Background: an optimization exercise with open tools, aiming at small area and a short achievable clock period. Do not read the settings as production practice. The RTL was checked by simulation tests, not by an equivalence proof against the original design. No activity file was given, so power comes from the tool's default toggle rates.

Setup of run G:
## fir
module  fir(
	input clk,
	input rst_n,
	input enable,
	input [2:0] tap,		 
	input [15:0] data_in,
	output [17:0] data_out,
	output complete
);
reg [15:0] d1, d2;		 
reg v1, v2, v3, done;		 
reg [5:2] ld;			 
reg [15:0] h1, h2;		 
reg [2:0] h2c;			 
reg [15:0] h3, h4, h5;		 
reg [17:0] s3, c3;		 
reg [17:0] result;
always @(posedge clk) begin
	d1 <= data_in;
	d2 <= d1;
end
always @(posedge clk or negedge rst_n) begin
	if (!rst_n) begin
		v1 <= 1'b0;
		v2 <= 1'b0;
		v3 <= 1'b0;
		done <= 1'b0;
		ld <= 4'b0;
	end else begin
		v1 <= enable;
		v2 <= v1;
		v3 <= v2;
		done <= v3;
		ld[2] <= v1 & (tap > 3'd2);
		ld[3] <= v1 & (tap > 3'd3);
		ld[4] <= v1 & (tap > 3'd4);
		ld[5] <= v1 & (tap > 3'd5);
	end
end
wire [12:0] h1x3_lo = {1'b0, h1[11:0]} + {h1[10:0], 1'b0};
wire [4:0] h1x3_c4 = {1'b0, h1[3:0]} + {h1[2:0], 1'b0};
wire [8:0] h1x3_c8 = {1'b0, h1[7:0]} + {h1[6:0], 1'b0};
wire [2:0] h1c = {h1x3_lo[12], h1x3_c8[8], h1x3_c4[4]};
wire [3:0] t0 = h2[3:0] + {h2[2:0], 1'b0};
wire [3:0] t1 = h2[7:4] + h2[6:3] + h2c[0];
wire [3:0] t2 = h2[11:8] + h2[10:7] + h2c[1];
wire [3:0] t3 = h2[15:12] + h2[14:11] + h2c[2];
wire [15:0] h2x3 = {t3, t2, t1, t0};
always @(posedge clk or negedge rst_n) begin
	if (!rst_n) begin
		h1 <= 0;
		h2 <= 0;
		h2c <= 0;
		h3 <= 0;
		h4 <= 0;
		h5 <= 0;
	end else begin
		if (v2) h1 <= d2;
		if (ld[2]) begin
			h2 <= h1;
			h2c <= h1c;
		end
		if (ld[3]) h3 <= h2x3;
		if (ld[4]) h4 <= h3;
		if (ld[5]) h5 <= h4;
	end
end
wire [17:0] o0 = {2'b0, d2};
wire [17:0] o1 = {2'b0, h1[14:0], 1'b0};
wire [17:0] o2 = {2'b0, h2[14:0], 1'b0};
wire [17:0] o3 = {2'b0, h3};
wire [17:0] o4 = {2'b0, h4};
wire [17:0] o5 = {2'b0, h5};
wire [17:0] a_s = o0 ^ o1 ^ o2;
wire [17:0] a_c = ((o0 & o1) | (o0 & o2) | (o1 & o2)) << 1;
wire [17:0] b_s = o3 ^ o4 ^ o5;
wire [17:0] b_c = ((o3 & o4) | (o3 & o5) | (o4 & o5)) << 1;
wire [17:0] e_s = a_s ^ a_c ^ b_s;
wire [17:0] e_c = ((a_s & a_c) | (a_s & b_s) | (a_c & b_s)) << 1;
wire [17:0] f_s = e_s ^ e_c ^ b_c;
wire [17:0] f_c = ((e_s & e_c) | (e_s & b_c) | (e_c & b_c)) << 1;
  ...
make LEC_CHECK=0 CAP_MARGIN=20 CORE_MARGIN=2 CORE_UTILIZATION=40 SLEW_MARGIN=20 finish   # period 4.0 ns
run.sh (not shown) runs the stock make flow with config.mk's settings and CLKGATE_MAP_FILE= SYNTH_SCRIPT=/design/flow/synth_recipe.tcl, a recipe that flattens the netlist after the stock synthesis.
The following lists how run Z was set up differently from run G:
- putting SETUP_SLACK_MARGIN at 1.5 where nothing was set
- putting CTS_BUF_LIST at sky130_fd_sc_hd__clkbuf_8 where nothing was set
- putting TNS_END_PERCENT at 5 where nothing was set
==> flow/flow/run.sh (new file) <==
#!/bin/bash
# The standard ORFS layout (same make targets and settings as standard.sh),
# with these changes: port buffers are buf_2 cells instead of the delay
# cells buffer_ports picks by itself; Yosys synth runs with -noabc, so its generic abc pass does not run before extract_fa.
# Each tool's output goes to a log file here.
set -euo pipefail
W=$(pwd)
make -C "$FLOW_HOME" DESIGN_CONFIG="$W/config.mk" WORK_HOME="$W/orfs" CLKGATE_MAP_FILE= \
  SYNTH_SCRIPT="$W/synth_recipe.tcl" \
  BUFFER_PORTS_ARGS="-buffer_cell sky130_fd_sc_hd__buf_2" SYNTH_ARGS=-noabc CTS_ARGS="-sink_clustering_enable -repair_clock_nets -buf_list sky130_fd_sc_hd__clkbuf_8 -dont_use_dummy_load" \
  finish > "$W/make.log" 2>&1
R="$W/orfs/results/$FLOW_PLATFORM/fir/base"
: # left out here: write the final layout as DEF
==> flow/standard.sh (new file) <==
#!/bin/bash
# synth_recipe.tcl (not shown) runs the flow's synth.tcl, then flattens the netlist and writes it again
# the make line also repeats each setting of config.mk as NAME=value (left out here)
make -C /OpenROAD-flow-scripts/flow DESIGN_CONFIG=/design/flow/config.mk WORK_HOME=/design/flow/orfs CLKGATE_MAP_FILE= SYNTH_SCRIPT=/design/flow/synth_recipe.tcl "${@:-finish}"
removed: flow/run.sh
Findings:
Min achievable clock frequency across run G and run Z: run Z
Changes observed in run Z relative to run G: largest fanout on the critical path grew by 2; design area shrank by 710 um2.
Compared with run G, run Z shows net count after synthesis that has gone down by a little under 10%.
Relative to run G, the global-route wire length before repair of run Z is lower by 4.9%.
Measured against run Z, the total number of vias of run G comes out at 1.07 times the reference value.
Run Z against run G: share of the clock period used by the worst path after layout rose 2.9 points, final core area utilization fell 3.2 points.
Per the comparison of run Z with run G, total wire length lost 5.6%; buffering stage count on the worst path with inverters included went down.


v4:
The RTL this note starts from:
==> flow/design.v <==
module  fir(
	input clk,
	input rst_n,
	input enable,
	input [2:0] tap,		 
	input [15:0] data_in,
	output [17:0] data_out,
	output complete
);
reg [15:0] d1, d2;		 
reg v1, v2, v3, done;		 
reg [5:2] ld;			 
reg [15:0] h1, h2;		 
reg [2:0] h2c;			 
reg [15:0] h3, h4, h5;		 
reg [17:0] s3, c3;		 
reg [17:0] result;
always @(posedge clk) begin
	d1 <= data_in;
	d2 <= d1;
end
always @(posedge clk or negedge rst_n) begin
	if (!rst_n) begin
		v1 <= 1'b0;
		v2 <= 1'b0;
		v3 <= 1'b0;
		done <= 1'b0;
		ld <= 4'b0;
	end else begin
		v1 <= enable;
		v2 <= v1;
		v3 <= v2;
		done <= v3;
		ld[2] <= v1 & (tap > 3'd2);
		ld[3] <= v1 & (tap > 3'd3);
		ld[4] <= v1 & (tap > 3'd4);
		ld[5] <= v1 & (tap > 3'd5);
	end
end
wire [12:0] h1x3_lo = {1'b0, h1[11:0]} + {h1[10:0], 1'b0};
wire [4:0] h1x3_c4 = {1'b0, h1[3:0]} + {h1[2:0], 1'b0};
wire [8:0] h1x3_c8 = {1'b0, h1[7:0]} + {h1[6:0], 1'b0};
wire [2:0] h1c = {h1x3_lo[12], h1x3_c8[8], h1x3_c4[4]};
wire [3:0] t0 = h2[3:0] + {h2[2:0], 1'b0};
wire [3:0] t1 = h2[7:4] + h2[6:3] + h2c[0];
wire [3:0] t2 = h2[11:8] + h2[10:7] + h2c[1];
wire [3:0] t3 = h2[15:12] + h2[14:11] + h2c[2];
wire [15:0] h2x3 = {t3, t2, t1, t0};
always @(posedge clk or negedge rst_n) begin
	if (!rst_n) begin
		h1 <= 0;
		h2 <= 0;
		h2c <= 0;
		h3 <= 0;
		h4 <= 0;
		h5 <= 0;
	end else begin
		if (v2) h1 <= d2;
		if (ld[2]) begin
			h2 <= h1;
			h2c <= h1c;
		end
		if (ld[3]) h3 <= h2x3;
		if (ld[4]) h4 <= h3;
		if (ld[5]) h5 <= h4;
	end
end
wire [17:0] o0 = {2'b0, d2};
wire [17:0] o1 = {2'b0, h1[14:0], 1'b0};
wire [17:0] o2 = {2'b0, h2[14:0], 1'b0};
wire [17:0] o3 = {2'b0, h3};
wire [17:0] o4 = {2'b0, h4};
wire [17:0] o5 = {2'b0, h5};
wire [17:0] a_s = o0 ^ o1 ^ o2;
wire [17:0] a_c = ((o0 & o1) | (o0 & o2) | (o1 & o2)) << 1;
wire [17:0] b_s = o3 ^ o4 ^ o5;
wire [17:0] b_c = ((o3 & o4) | (o3 & o5) | (o4 & o5)) << 1;
wire [17:0] e_s = a_s ^ a_c ^ b_s;
wire [17:0] e_c = ((a_s & a_c) | (a_s & b_s) | (a_c & b_s)) << 1;
wire [17:0] f_s = e_s ^ e_c ^ b_c;
wire [17:0] f_c = ((e_s & e_c) | (e_s & b_c) | (e_c & b_c)) << 1;
always @(posedge clk) begin
	s3 <= f_s;
	c3 <= f_c;
end
always @(posedge clk or negedge rst_n) begin
	if (!rst_n)
		result <= 0;
	else if (v3)
		result <= s3 + c3;
end
assign data_out = result;
assign complete = done;
endmodule
export LEC_CHECK = 0
export CAP_MARGIN = 20
export CORE_MARGIN = 2
export CORE_UTILIZATION = 40
export CTS_BUF_LIST = sky130_fd_sc_hd__clkbuf_8
export SETUP_SLACK_MARGIN = 1.9
export SLEW_MARGIN = 20
create_clock -name core_clock -period 4.0 [get_ports {clk}]
standard.sh (not shown) runs the stock make flow with config.mk's settings and CLKGATE_MAP_FILE= SYNTH_SCRIPT=/design/flow/synth_recipe.tcl, a recipe that flattens the netlist after the stock synthesis.
==> flow/flow/run.sh <==
#!/bin/bash
# The standard ORFS layout (same make targets and settings as standard.sh),
# with these changes: port buffers are buf_2 cells instead of the delay
# cells buffer_ports picks by itself; Yosys synth runs with -noabc, so its generic abc pass does not run before extract_fa.
# Each tool's output goes to a log file here.
set -euo pipefail
W=$(pwd)
make -C "$FLOW_HOME" DESIGN_CONFIG="$W/config.mk" WORK_HOME="$W/orfs" CLKGATE_MAP_FILE= \
  SYNTH_SCRIPT="$W/synth_recipe.tcl" \
  BUFFER_PORTS_ARGS="-buffer_cell sky130_fd_sc_hd__buf_2" SYNTH_ARGS=-noabc CTS_ARGS="-sink_clustering_enable -repair_clock_nets -buf_list sky130_fd_sc_hd__clkbuf_8 -sink_clustering_size 40 -sink_clustering_max_diameter 150 -sink_clustering_levels 1" \
  finish > "$W/make.log" 2>&1
R="$W/orfs/results/$FLOW_PLATFORM/fir/base"
: # left out here: write the final layout as DEF
Having completed the whole flow, v4 delivered a layout that passed the timing, design-rule and antenna checks.
Here is what was changed in the inputs of v12 compared with v4.
Settings: a change of SETUP_SLACK_MARGIN from 1.9 to 2.0.
--- a/flow/flow/run.sh
+++ b/flow/flow/run.sh
@@ -9,3 +9,3 @@
   SYNTH_SCRIPT="$W/synth_recipe.tcl" \
-  BUFFER_PORTS_ARGS="-buffer_cell sky130_fd_sc_hd__buf_2" SYNTH_ARGS=-noabc CTS_ARGS="-sink_clustering_enable -repair_clock_nets -buf_list sky130_fd_sc_hd__clkbuf_8 -sink_clustering_size 40 -sink_clustering_max_diameter 150 -sink_clustering_levels 1" \
+  BUFFER_PORTS_ARGS="-buffer_cell sky130_fd_sc_hd__buf_2" SYNTH_ARGS=-noabc \
   finish > "$W/make.log" 2>&1
==> comparison <==
- Cell internal power dissipation: v12 higher than v4
- Comparing v12 with v4, the average via count per standard cell came out essentially unchanged.
- Global-route met3 utilization, v12 and v4, higher one = v4.
- Going from v4 to v12, sequential power share went down 0.9 points, overall power of the completed layout went up 0.18 mW, worst setup margin went up 8.4 ps.
- Critical path data arrival time of v4 is on par with v12.
- v4 ended up with sky130_fd_sc_hd__fa_1 as its cell with the largest stage delay on the worst path; v12 ended up with sky130_fd_sc_hd__a311o_2.
Edits applied to the flow inputs when going from v12 to v23:
Settings: changing SETUP_SLACK_MARGIN from 2.0 to 1.9; setting CTS_CLUSTER_SIZE to 40 for the first time; changing CORE_UTILIZATION from 40 to 65; setting CTS_CLUSTER_DIAMETER to 100 for the first time.
==> flow/run.sh (new file) <==
#!/bin/bash
# synth_recipe.tcl (not shown) runs the flow's synth.tcl, then flattens the netlist and writes it again
# the make line also repeats each setting of config.mk as NAME=value (left out here)
make -C /OpenROAD-flow-scripts/flow DESIGN_CONFIG=/design/flow/config.mk WORK_HOME=/design/flow/orfs CLKGATE_MAP_FILE= SYNTH_SCRIPT=/design/flow/synth_recipe.tcl finish
removed: flow/flow/run.sh
removed: flow/standard.sh
--- outcome ---
- Relative contribution of the clock network to total power (v23 over v12): decrease, 0.3 points
- Compared to v12, v23 has fmax 11 MHz lower.
- v23: path length in cells of the critical path higher than v12
--- input diff v23..v27 ---
Settings: CORE_UTILIZATION changed from 65 to 40.
## What came out
Status: power share of the combinational group parity (v27, v23). The number of vias in the routed layout of v23 and that of v27 are within noise of each other. Compare v27 and v23 | register-to-register slack higher: v27. Comparing v27 and v23, the higher area added between synthesis and finish is on v27. Note that the estimated wirelength of the detail-placed design recorded for v27 amounts to 1.08 times the value seen in v23. Looking at share of the cycle needed by the critical path after routing across v27 and v23, the one that comes out higher is v23. Power consumption: v27 > v23.
[inputs] v15 vs v27
Settings: a deleted CTS_CLUSTER_SIZE that had been 40; a deleted CTS_CLUSTER_DIAMETER that had been 100; a change of SETUP_SLACK_MARGIN from 1.9 to 2.1.
v15 ended with every stage complete and zero timing, DRC or antenna violations. Diff v27..v15 | number of tap cells added at floorplan | unchanged. Going from v27 to v15, post-route clock period utilization dropped 0.85 points, worst voltage drop across the vdd grid climbed 1.0%, relative max-transition margin climbed 6.6 points. Looking at met1 capacity usage during global routing, v15 sits 1.8 points above v27.

what the ideal ports hide:
Ports are ideal in the flow. The routed layouts listed here were re-timed in OpenROAD.
Step 1 sets driving cells, clkbuf_16 on the clock port and buf_2 on the other inputs (assumed; they add their load-dependent delay and slew).
Step 2 also shifts input and output timing later by t, the mid clock arrival at the registers, as if the neighbouring blocks saw the same clock.
Three values: ideal ports, drivers, drivers and shift; two values: the first two.
| run | t, ns | setup slack, ns | worst register clock-pin slew, ns | cell pins on the clock port's net |
|---|---|---|---|---|
| run G | 0.471 | 1.833 / 1.794 / 1.855 | 0.07 / 0.07 | 1 |
| run Z | 0.473 | 1.717 / 1.717 / 1.717 | 0.10 / 0.10 | 1 |
| v4 | 0.492 | 1.931 / 1.931 / 1.931 | 0.10 / 0.10 | 1 |
| v12 | 0.485 | 1.940 / 1.940 / 1.940 | 0.10 / 0.10 | 1 |
| v23 | 0.489 | 1.894 / 1.894 / 1.894 | 0.09 / 0.09 | 1 |
| v27 | 0.508 | 1.914 / 1.914 / 1.914 | 0.10 / 0.10 | 1 |
| v15 | 0.491 | 1.948 / 1.948 / 1.948 | 0.09 / 0.09 | 1 |
After both steps every run listed still meets setup and hold.
